From an optimization exercise on the open Yosys and OpenROAD flow, aimed at small area; shortcuts taken in it are not production practice.
In this exercise RTL edits were held to simulation tests only and were not proved equivalent to the original. The flow treats the clock pin as an ideal source, which a real chip does not have.

==> 05-15: inputs <==
==> flow/design.v <==
`timescale 1ns / 1ps
module packet_data #(
    parameter data_width = 8,
    parameter depth = 64
)(
    input wire clk,
    input wire rst,
    input wire [data_width-1:0] s_axis_data,
    input wire s_axis_valid,
    output reg s_axis_ready,
    input wire s_axis_last,
    input wire [data_width + data_width-1 :0] packet_config,
    output reg [data_width-1 : 0] m_axis_data,
    output reg m_axis_valid,
    input wire m_axis_ready,
    output reg m_axis_last,
    output  full,
    output  empty
);
    reg [7:0] mem_1 [0:63];
    reg [7:0] mem_2 [0:62];
    reg       mem_3 [0:63];
    reg [6:0] wr_ptr;    
    reg [5:0] wr_ptr2;   
    reg [7:0] rd_ptr;
    reg [6:0] hwm1;      
    reg [5:0] hwm2;      
    assign full  = wr_ptr[6];
    assign empty = (wr_ptr == 7'd0);
    wire [7:0] k   = packet_config[15:8];
    wire [7:0] len = packet_config[7:0];
    always @(posedge clk) begin
        if (rst) s_axis_ready <= 1'b0;
        else     s_axis_ready <= 1'b1;
    end
    wire wr   = s_axis_valid & s_axis_ready & ~full;
    wire [8:0] dlk = {1'b0, len} - {1'b0, k};
    wire tail = !dlk[8] && (dlk != 9'd0) && ({2'b0, wr_ptr} >= dlk);
    wire wr2  = wr & tail;
    always @(posedge clk) begin
        if (wr) begin
            mem_1[wr_ptr[5:0]] <= s_axis_data;
            mem_3[wr_ptr[5:0]] <= s_axis_last;
        end
        if (wr2)
            mem_2[wr_ptr2] <= s_axis_data;
    end
    always @(posedge clk) begin
        if (wr)
            wr_ptr2 <= tail ? wr_ptr2 + 6'd1 : 6'd0;
    end
    always @(posedge clk or posedge rst) begin
        if (rst) begin
            wr_ptr  <= 7'd0;
            hwm1    <= 7'd0;
            hwm2    <= 6'd0;
        end else begin
            if (wr) begin
                if (wr_ptr == hwm1) hwm1 <= hwm1 + 7'd1;
                if (tail && wr_ptr2 == hwm2) hwm2 <= hwm2 + 6'd1;
                wr_ptr <= wr_ptr + 7'd1;
            end
            if (s_axis_last)
                wr_ptr <= 7'd0;
        end
    end
    wire v1 = ({1'b0, rd_ptr} < {2'b0, hwm1});
    wire v2 = ({1'b0, rd_ptr} < {3'b0, hwm2});
    wire [5:0] ra = rd_ptr[5:0];
    reg [7:0] or_1, or_2, g_1, g_2;
    reg       or_3, g_3;
    integer i, j;
    always @* begin
        or_1 = 8'd0; or_2 = 8'd0; or_3 = 1'b0;
        for (i = 0; i < 8; i = i + 1) begin
            g_1 = 8'd0; g_2 = 8'd0; g_3 = 1'b0;
            for (j = 0; j < 8; j = j + 1) begin
                if (ra[2:0] == j) begin
                    g_1 = g_1 | mem_1[i*8+j];
                    g_3 = g_3 | mem_3[i*8+j];
                    if (i*8+j < 63) g_2 = g_2 | mem_2[i*8+j];
                end
            end
            if (ra[5:3] == i) begin
                or_1 = or_1 | g_1; or_2 = or_2 | g_2; or_3 = or_3 | g_3;
            end
        end
    end
    wire [7:0] rd_1 = v1 ? or_1 : 8'd0;
    wire [7:0] rd_2 = v2 ? or_2 : 8'd0;
    wire       rd_3 = v1 & or_3;
    wire [8:0] rd_inc = {1'b0, rd_ptr} + 9'd1;
    wire       hit    = (rd_inc == {1'b0, len});
    always @(posedge clk or posedge rst) begin
        if (rst) begin
            m_axis_data  <= 8'd0;
            m_axis_valid <= 1'b0;
            m_axis_last  <= 1'b0;
            rd_ptr       <= 8'd0;
        end else if (m_axis_ready && !empty) begin
            m_axis_last  <= rd_3;
            m_axis_valid <= hit;
            m_axis_data  <= hit ? rd_1 + rd_2 : 8'd0;
            rd_ptr       <= hit ? 8'd0 : rd_inc[7:0];
        end
    end
endmodule
==> flow/flow/run.sh <==
#!/bin/bash
# The standard layout (standard.sh) with these changes:
#  - synthesis: the same script, but its abc step maps with an area-oriented
#    ABC script (flow/area.abc); see flow/my_synth.tcl. Registers are mapped
#    before abc, so they keep the standard synthesis's names and cell types.
#  - CTS: no dummy balancing loads, leaf clusters sized for clkbuf_16.
#  - port buffers: sky130_fd_sc_hd__buf_1.
# make's output goes to flow.log; each ORFS step logs under orfs/logs/.
set -euo pipefail
HERE=$(pwd)
export MY_ABC_SCRIPT=$HERE/flow/area.abc
export FLOW_SYNTH_TCL=$HERE/synth_recipe.tcl
export CTS_ARGS="-sink_clustering_enable -repair_clock_nets -dont_use_dummy_load -buf_list sky130_fd_sc_hd__clkbuf_16 -sink_clustering_size 32 -sink_clustering_max_diameter 100"
export BUFFER_PORTS_ARGS="-buffer_cell sky130_fd_sc_hd__buf_1"
sed "s#SYNTH_SCRIPT=[^ ]*#SYNTH_SCRIPT=$HERE/flow/my_synth.tcl#" standard.sh > my_standard.sh
bash my_standard.sh finish > flow.log 2>&1
==> flow/flow/area.abc <==
strash
&get -n
&st
&dc2
&dch
&nf -R 1000
&put
topo
==> flow/flow/my_synth.tcl <==
# The standard flow's synthesis (synth_recipe.tcl) with one change: the technology mapping
# step (abc) runs an area-oriented ABC script instead of ORFS's speed script.
# Everything before abc, including dfflibmap, is unchanged, so the registers
# keep the standard synthesis's names and cell types.
proc abc {args} {
  set i [lsearch -exact $args -script]
  if { $i >= 0 } {
    lset args [expr { $i + 1 }] $::env(MY_ABC_SCRIPT)
  }
  # drop the delay target: the script maps for area
  set j [lsearch -exact $args -D]
  if { $j >= 0 } {
    set args [lreplace $args $j [expr { $j + 1 }]]
  }
  yosys abc {*}$args
}
source $::env(FLOW_SYNTH_TCL)
==> flow/standard.sh <==
#!/bin/bash
# synth_recipe.tcl (not shown) runs the flow's synth.tcl, then flattens the netlist and writes it again
# the make line also repeats each setting of config.mk as NAME=value (left out here)
make -C /OpenROAD-flow-scripts/flow DESIGN_CONFIG=/design/flow/config.mk WORK_HOME=/design/flow/orfs CLKGATE_MAP_FILE= SYNTH_SCRIPT=/design/flow/synth_recipe.tcl "${@:-finish}"
==> flow/config.mk <==
export PLATFORM = sky130hd
export DESIGN_NAME = packet_data
export DESIGN_NICKNAME = packet_data
export VERILOG_FILES = /design/flow/design.v
export SDC_FILE = /design/flow/constraint.sdc
export NUM_CORES = 4
export LEC_CHECK = 0
export CAP_MARGIN = 20
export CORE_MARGIN = 2
export CORE_UTILIZATION = 45
export PLACE_DENSITY = 0.6
export SLEW_MARGIN = 20
==> flow/constraint.sdc <==
create_clock -name core_clock -period 6.5 [get_ports {clk}]
set_input_delay 1.3000 -clock core_clock [delete_from_list [all_inputs] [get_ports {clk}]]
set_output_delay 1.3000 -clock core_clock [all_outputs]
set_load 0.01 [all_outputs]
==> inputs of 11-10, as changes to 05-15 <==
--- a/flow/design.v
+++ b/flow/design.v
@@ -36,4 +36,3 @@
     wire wr   = s_axis_valid & s_axis_ready & ~full;
-    wire [8:0] dlk = {1'b0, len} - {1'b0, k};
-    wire tail = !dlk[8] && (dlk != 9'd0) && ({2'b0, wr_ptr} >= dlk);
+    wire tail = (len > k) && ({2'b0, wr_ptr} + {1'b0, k} >= {1'b0, len});
     wire wr2  = wr & tail;
@@ -47,6 +46,2 @@
     end
-    always @(posedge clk) begin
-        if (wr)
-            wr_ptr2 <= tail ? wr_ptr2 + 6'd1 : 6'd0;
-    end
     always @(posedge clk or posedge rst) begin
@@ -54,2 +49,3 @@
             wr_ptr  <= 7'd0;
+            wr_ptr2 <= 6'd0;
             hwm1    <= 7'd0;
@@ -59,3 +55,8 @@
                 if (wr_ptr == hwm1) hwm1 <= hwm1 + 7'd1;
-                if (tail && wr_ptr2 == hwm2) hwm2 <= hwm2 + 6'd1;
+                if (tail) begin
+                    wr_ptr2 <= wr_ptr2 + 6'd1;
+                    if (wr_ptr2 == hwm2) hwm2 <= hwm2 + 6'd1;
+                end else begin
+                    wr_ptr2 <= 6'd0;
+                end
                 wr_ptr <= wr_ptr + 7'd1;
@@ -69,18 +70,14 @@
     wire [5:0] ra = rd_ptr[5:0];
-    reg [7:0] or_1, or_2, g_1, g_2;
-    reg       or_3, g_3;
-    integer i, j;
+    reg [7:0] or_1, or_2;
+    reg       or_3;
+    integer i;
     always @* begin
-        or_1 = 8'd0; or_2 = 8'd0; or_3 = 1'b0;
-        for (i = 0; i < 8; i = i + 1) begin
-            g_1 = 8'd0; g_2 = 8'd0; g_3 = 1'b0;
-            for (j = 0; j < 8; j = j + 1) begin
-                if (ra[2:0] == j) begin
-                    g_1 = g_1 | mem_1[i*8+j];
-                    g_3 = g_3 | mem_3[i*8+j];
-                    if (i*8+j < 63) g_2 = g_2 | mem_2[i*8+j];
-                end
-            end
-            if (ra[5:3] == i) begin
-                or_1 = or_1 | g_1; or_2 = or_2 | g_2; or_3 = or_3 | g_3;
+        or_1 = 8'd0;
+        or_2 = 8'd0;
+        or_3 = 1'b0;
+        for (i = 0; i < 64; i = i + 1) begin
+            if (ra == i) begin
+                or_1 = or_1 | mem_1[i];
+                or_3 = or_3 | mem_3[i];
+                if (i < 63) or_2 = or_2 | mem_2[i];
             end
==> flow/run.sh (new file) <==
#!/bin/bash
# synth_recipe.tcl (not shown) runs the flow's synth.tcl, then flattens the netlist and writes it again
# the make line also repeats each setting of config.mk as NAME=value (left out here)
make -C /OpenROAD-flow-scripts/flow DESIGN_CONFIG=/design/flow/config.mk WORK_HOME=/design/flow/orfs CLKGATE_MAP_FILE= SYNTH_SCRIPT=/design/flow/synth_recipe.tcl finish
- CTS_BUF_LIST: unset -> sky130_fd_sc_hd__clkbuf_8 sky130_fd_sc_hd__clkbuf_16
- CTS_CLUSTER_DIAMETER: unset -> 100
- CTS_CLUSTER_SIZE: unset -> 20
removed: flow/flow/run.sh
removed: flow/flow/area.abc
removed: flow/flow/my_synth.tcl
removed: flow/standard.sh
==> inputs of 04-14, as changes to 05-15 <==
--- a/flow/design.v
+++ b/flow/design.v
@@ -36,4 +36,3 @@
     wire wr   = s_axis_valid & s_axis_ready & ~full;
-    wire [8:0] dlk = {1'b0, len} - {1'b0, k};
-    wire tail = !dlk[8] && (dlk != 9'd0) && ({2'b0, wr_ptr} >= dlk);
+    wire tail = (len > k) && ({2'b0, wr_ptr} + {1'b0, k} >= {1'b0, len});
     wire wr2  = wr & tail;
@@ -47,6 +46,2 @@
     end
-    always @(posedge clk) begin
-        if (wr)
-            wr_ptr2 <= tail ? wr_ptr2 + 6'd1 : 6'd0;
-    end
     always @(posedge clk or posedge rst) begin
@@ -54,2 +49,3 @@
             wr_ptr  <= 7'd0;
+            wr_ptr2 <= 6'd0;
             hwm1    <= 7'd0;
@@ -59,3 +55,8 @@
                 if (wr_ptr == hwm1) hwm1 <= hwm1 + 7'd1;
-                if (tail && wr_ptr2 == hwm2) hwm2 <= hwm2 + 6'd1;
+                if (tail) begin
+                    wr_ptr2 <= wr_ptr2 + 6'd1;
+                    if (wr_ptr2 == hwm2) hwm2 <= hwm2 + 6'd1;
+                end else begin
+                    wr_ptr2 <= 6'd0;
+                end
                 wr_ptr <= wr_ptr + 7'd1;
@@ -69,18 +70,14 @@
     wire [5:0] ra = rd_ptr[5:0];
-    reg [7:0] or_1, or_2, g_1, g_2;
-    reg       or_3, g_3;
-    integer i, j;
+    reg [7:0] or_1, or_2;
+    reg       or_3;
+    integer i;
     always @* begin
-        or_1 = 8'd0; or_2 = 8'd0; or_3 = 1'b0;
-        for (i = 0; i < 8; i = i + 1) begin
-            g_1 = 8'd0; g_2 = 8'd0; g_3 = 1'b0;
-            for (j = 0; j < 8; j = j + 1) begin
-                if (ra[2:0] == j) begin
-                    g_1 = g_1 | mem_1[i*8+j];
-                    g_3 = g_3 | mem_3[i*8+j];
-                    if (i*8+j < 63) g_2 = g_2 | mem_2[i*8+j];
-                end
-            end
-            if (ra[5:3] == i) begin
-                or_1 = or_1 | g_1; or_2 = or_2 | g_2; or_3 = or_3 | g_3;
+        or_1 = 8'd0;
+        or_2 = 8'd0;
+        or_3 = 1'b0;
+        for (i = 0; i < 64; i = i + 1) begin
+            if (ra == i) begin
+                or_1 = or_1 | mem_1[i];
+                or_3 = or_3 | mem_3[i];
+                if (i < 63) or_2 = or_2 | mem_2[i];
             end
==> flow/run.sh (new file) <==
#!/bin/bash
# synth_recipe.tcl (not shown) runs the flow's synth.tcl, then flattens the netlist and writes it again
# the make line also repeats each setting of config.mk as NAME=value (left out here)
make -C /OpenROAD-flow-scripts/flow DESIGN_CONFIG=/design/flow/config.mk WORK_HOME=/design/flow/orfs CLKGATE_MAP_FILE= SYNTH_SCRIPT=/design/flow/synth_recipe.tcl finish
- CAP_MARGIN: 20 -> 0
- CORE_UTILIZATION: 45 -> 65
- CTS_BUF_LIST: unset -> sky130_fd_sc_hd__clkbuf_4 sky130_fd_sc_hd__clkbuf_8
- PLACE_DENSITY: 0.6 -> 0.75
- SLEW_MARGIN: 20 -> 0
removed: flow/flow/run.sh
removed: flow/flow/area.abc
removed: flow/flow/my_synth.tcl
removed: flow/standard.sh
==> inputs of 04-02, as changes to 05-15 <==
--- a/flow/design.v
+++ b/flow/design.v
@@ -47,6 +47,2 @@
     end
-    always @(posedge clk) begin
-        if (wr)
-            wr_ptr2 <= tail ? wr_ptr2 + 6'd1 : 6'd0;
-    end
     always @(posedge clk or posedge rst) begin
@@ -54,2 +50,3 @@
             wr_ptr  <= 7'd0;
+            wr_ptr2 <= 6'd0;
             hwm1    <= 7'd0;
@@ -59,3 +56,8 @@
                 if (wr_ptr == hwm1) hwm1 <= hwm1 + 7'd1;
-                if (tail && wr_ptr2 == hwm2) hwm2 <= hwm2 + 6'd1;
+                if (tail) begin
+                    wr_ptr2 <= wr_ptr2 + 6'd1;
+                    if (wr_ptr2 == hwm2) hwm2 <= hwm2 + 6'd1;
+                end else begin
+                    wr_ptr2 <= 6'd0;
+                end
                 wr_ptr <= wr_ptr + 7'd1;
--- a/flow/flow/run.sh
+++ b/flow/flow/run.sh
@@ -12,5 +12,5 @@
 export FLOW_SYNTH_TCL=$HERE/synth_recipe.tcl
-export CTS_ARGS="-sink_clustering_enable -repair_clock_nets -dont_use_dummy_load -buf_list sky130_fd_sc_hd__clkbuf_16 -sink_clustering_size 32 -sink_clustering_max_diameter 100"
+export CTS_ARGS="-sink_clustering_enable -repair_clock_nets -dont_use_dummy_load -buf_list sky130_fd_sc_hd__clkbuf_16 -sink_clustering_size 22 -sink_clustering_max_diameter 110"
 export BUFFER_PORTS_ARGS="-buffer_cell sky130_fd_sc_hd__buf_1"
 sed "s#SYNTH_SCRIPT=[^ ]*#SYNTH_SCRIPT=$HERE/flow/my_synth.tcl#" standard.sh > my_standard.sh
-bash my_standard.sh finish > flow.log 2>&1
+bash my_standard.sh > flow.log 2>&1
- CORE_UTILIZATION: 45 -> 60
- PLACE_DENSITY: 0.6 -> 0.72
==> flow_summary.yaml <==
outcome:
  status: "finished clean"
synthesis:
  synth-adder-area-share_pct: 1.43
  async_reset_ff_share_pct: 3.91
  synth-compound-area-share_pct: 12.6
cells_and_area:
  multi_input_area_sq_um: 7670
  syn2layout_area_growth_pct: 7.96
  regArea_sq_um: 33600
floorplanning:
  fp.coreArea_sq_um: 68300
power_and_ir_drop:
  power_switching_mw: 4.39
  p_leak_nw: 13.4
  p_int_mw: 10.7
placed_design:
  place_ws_ns: 0.528
worst_setup_path:
  endpoint: "mem_2[55][2]$_DFFE_PP_"
detailed_routing:
  vias_per_cell: 7.48
clocking:
  clk_root_buffer_cell: "clkbuf_16"
flow_run:
  maxCapViolations: 0
-- figures above: 04-02

==> flow_summary.yaml <==
worst_setup_path:
  endpoint: "m_axis_data[7]$_DFFE_PP0P_"
cells_and_area:
  multi_input_area_sq_um: 7660
  syn2layout_area_growth_pct: 8.32
power_and_ir_drop:
  p_int_mw: 10.3
  p_leak_nw: 13.4
outcome:
  status: "finished clean"
clocking:
  clk_root_buffer_cell: "clkbuf_16"
detailed_routing:
  vias_per_cell: 6.78
placed_design:
  place_ws_ns: 0.630
flow_run:
  maxCapViolations: 0
-- figures above: 05-15

==> flow_summary.yaml <==
worst_setup_path:
  endpoint: "m_axis_data[7]$_DFFE_PP0P_"
placed_design:
  place_ws_ns: 0.548
outcome:
  violations: "capacitance limit, slew limit"
  status: "failed layout checks"
flow_run:
  maxCapViolations: 3
power_and_ir_drop:
  power_switching_mw: 4.83
  p_int_mw: 11.7
cells_and_area:
  regArea_sq_um: 33600
  multi_input_area_sq_um: 9830
  syn2layout_area_growth_pct: 14.5
clocking:
  clk_root_buffer_cell: "clkbuf_8"
sta:
  drv_slew: 21
synthesis:
  synth-adder-area-share_pct: 1.52
  async_reset_ff_share_pct: 3.91
  synth-compound-area-share_pct: 10.2
detailed_routing:
  vias_per_cell: 7.83
-- figures above: 04-14

==> flow_summary.yaml <==
flow_run:
  maxCapViolations: 0
placed_design:
  place_ws_ns: 0.792
synthesis:
  async_reset_ff_share_pct: 3.91
  synth-adder-area-share_pct: 1.52
cells_and_area:
  multi_input_area_sq_um: 9970
  syn2layout_area_growth_pct: 12.8
  regArea_sq_um: 33600
outcome:
  status: "finished clean"
floorplanning:
  fp.coreArea_sq_um: 96400
power_and_ir_drop:
  p_int_mw: 10.6
  p_leak_nw: 16.4
clocking:
  clk_root_buffer_cell: "clkbuf_16"
-- figures above: 11-10

[afterwards: timing with drivers on the ports]
Ports are ideal in the flow. The routed layouts listed here were re-timed in OpenROAD.
Step 1, drivers: a clkbuf_16 drives clk and a buf_2 each remaining input, both assumed.
Step 2 adds t to the input delays and takes it off the output delays; t is the mean of the earliest and latest rising clock arrival at the registers after step 1. Input paths then give back, and output paths get back, about the clock's delay inside the block.
Three values: ideal, step 1, step 2; two values: the first two.
| run | shift t [ns] | setup WS [ns] | worst setup path after step 2 | worst data-port slew with drivers (ns) | pins driven straight from the clock port |
|---|---|---|---|---|---|
| 05-15 | 0.682 | 1.215 / 1.215 / 0.617 | input to register | 0.03 | 1 |
| 11-10 | 0.715 | 0.467 / 0.467 / 0.467 | register to register | 0.05 | 1 |
| 04-14 | 0.928 | 0.501 / 0.501 / 0.462 | input to register | 0.04 | 1 |
| 04-02 | 0.694 | 0.921 / 0.965 / 0.272 | input to register | 0.04 | 1 |
The setup slack of 04-02, which loses most, moves by +0.044 ns with the drivers and by -0.649 ns with both steps.
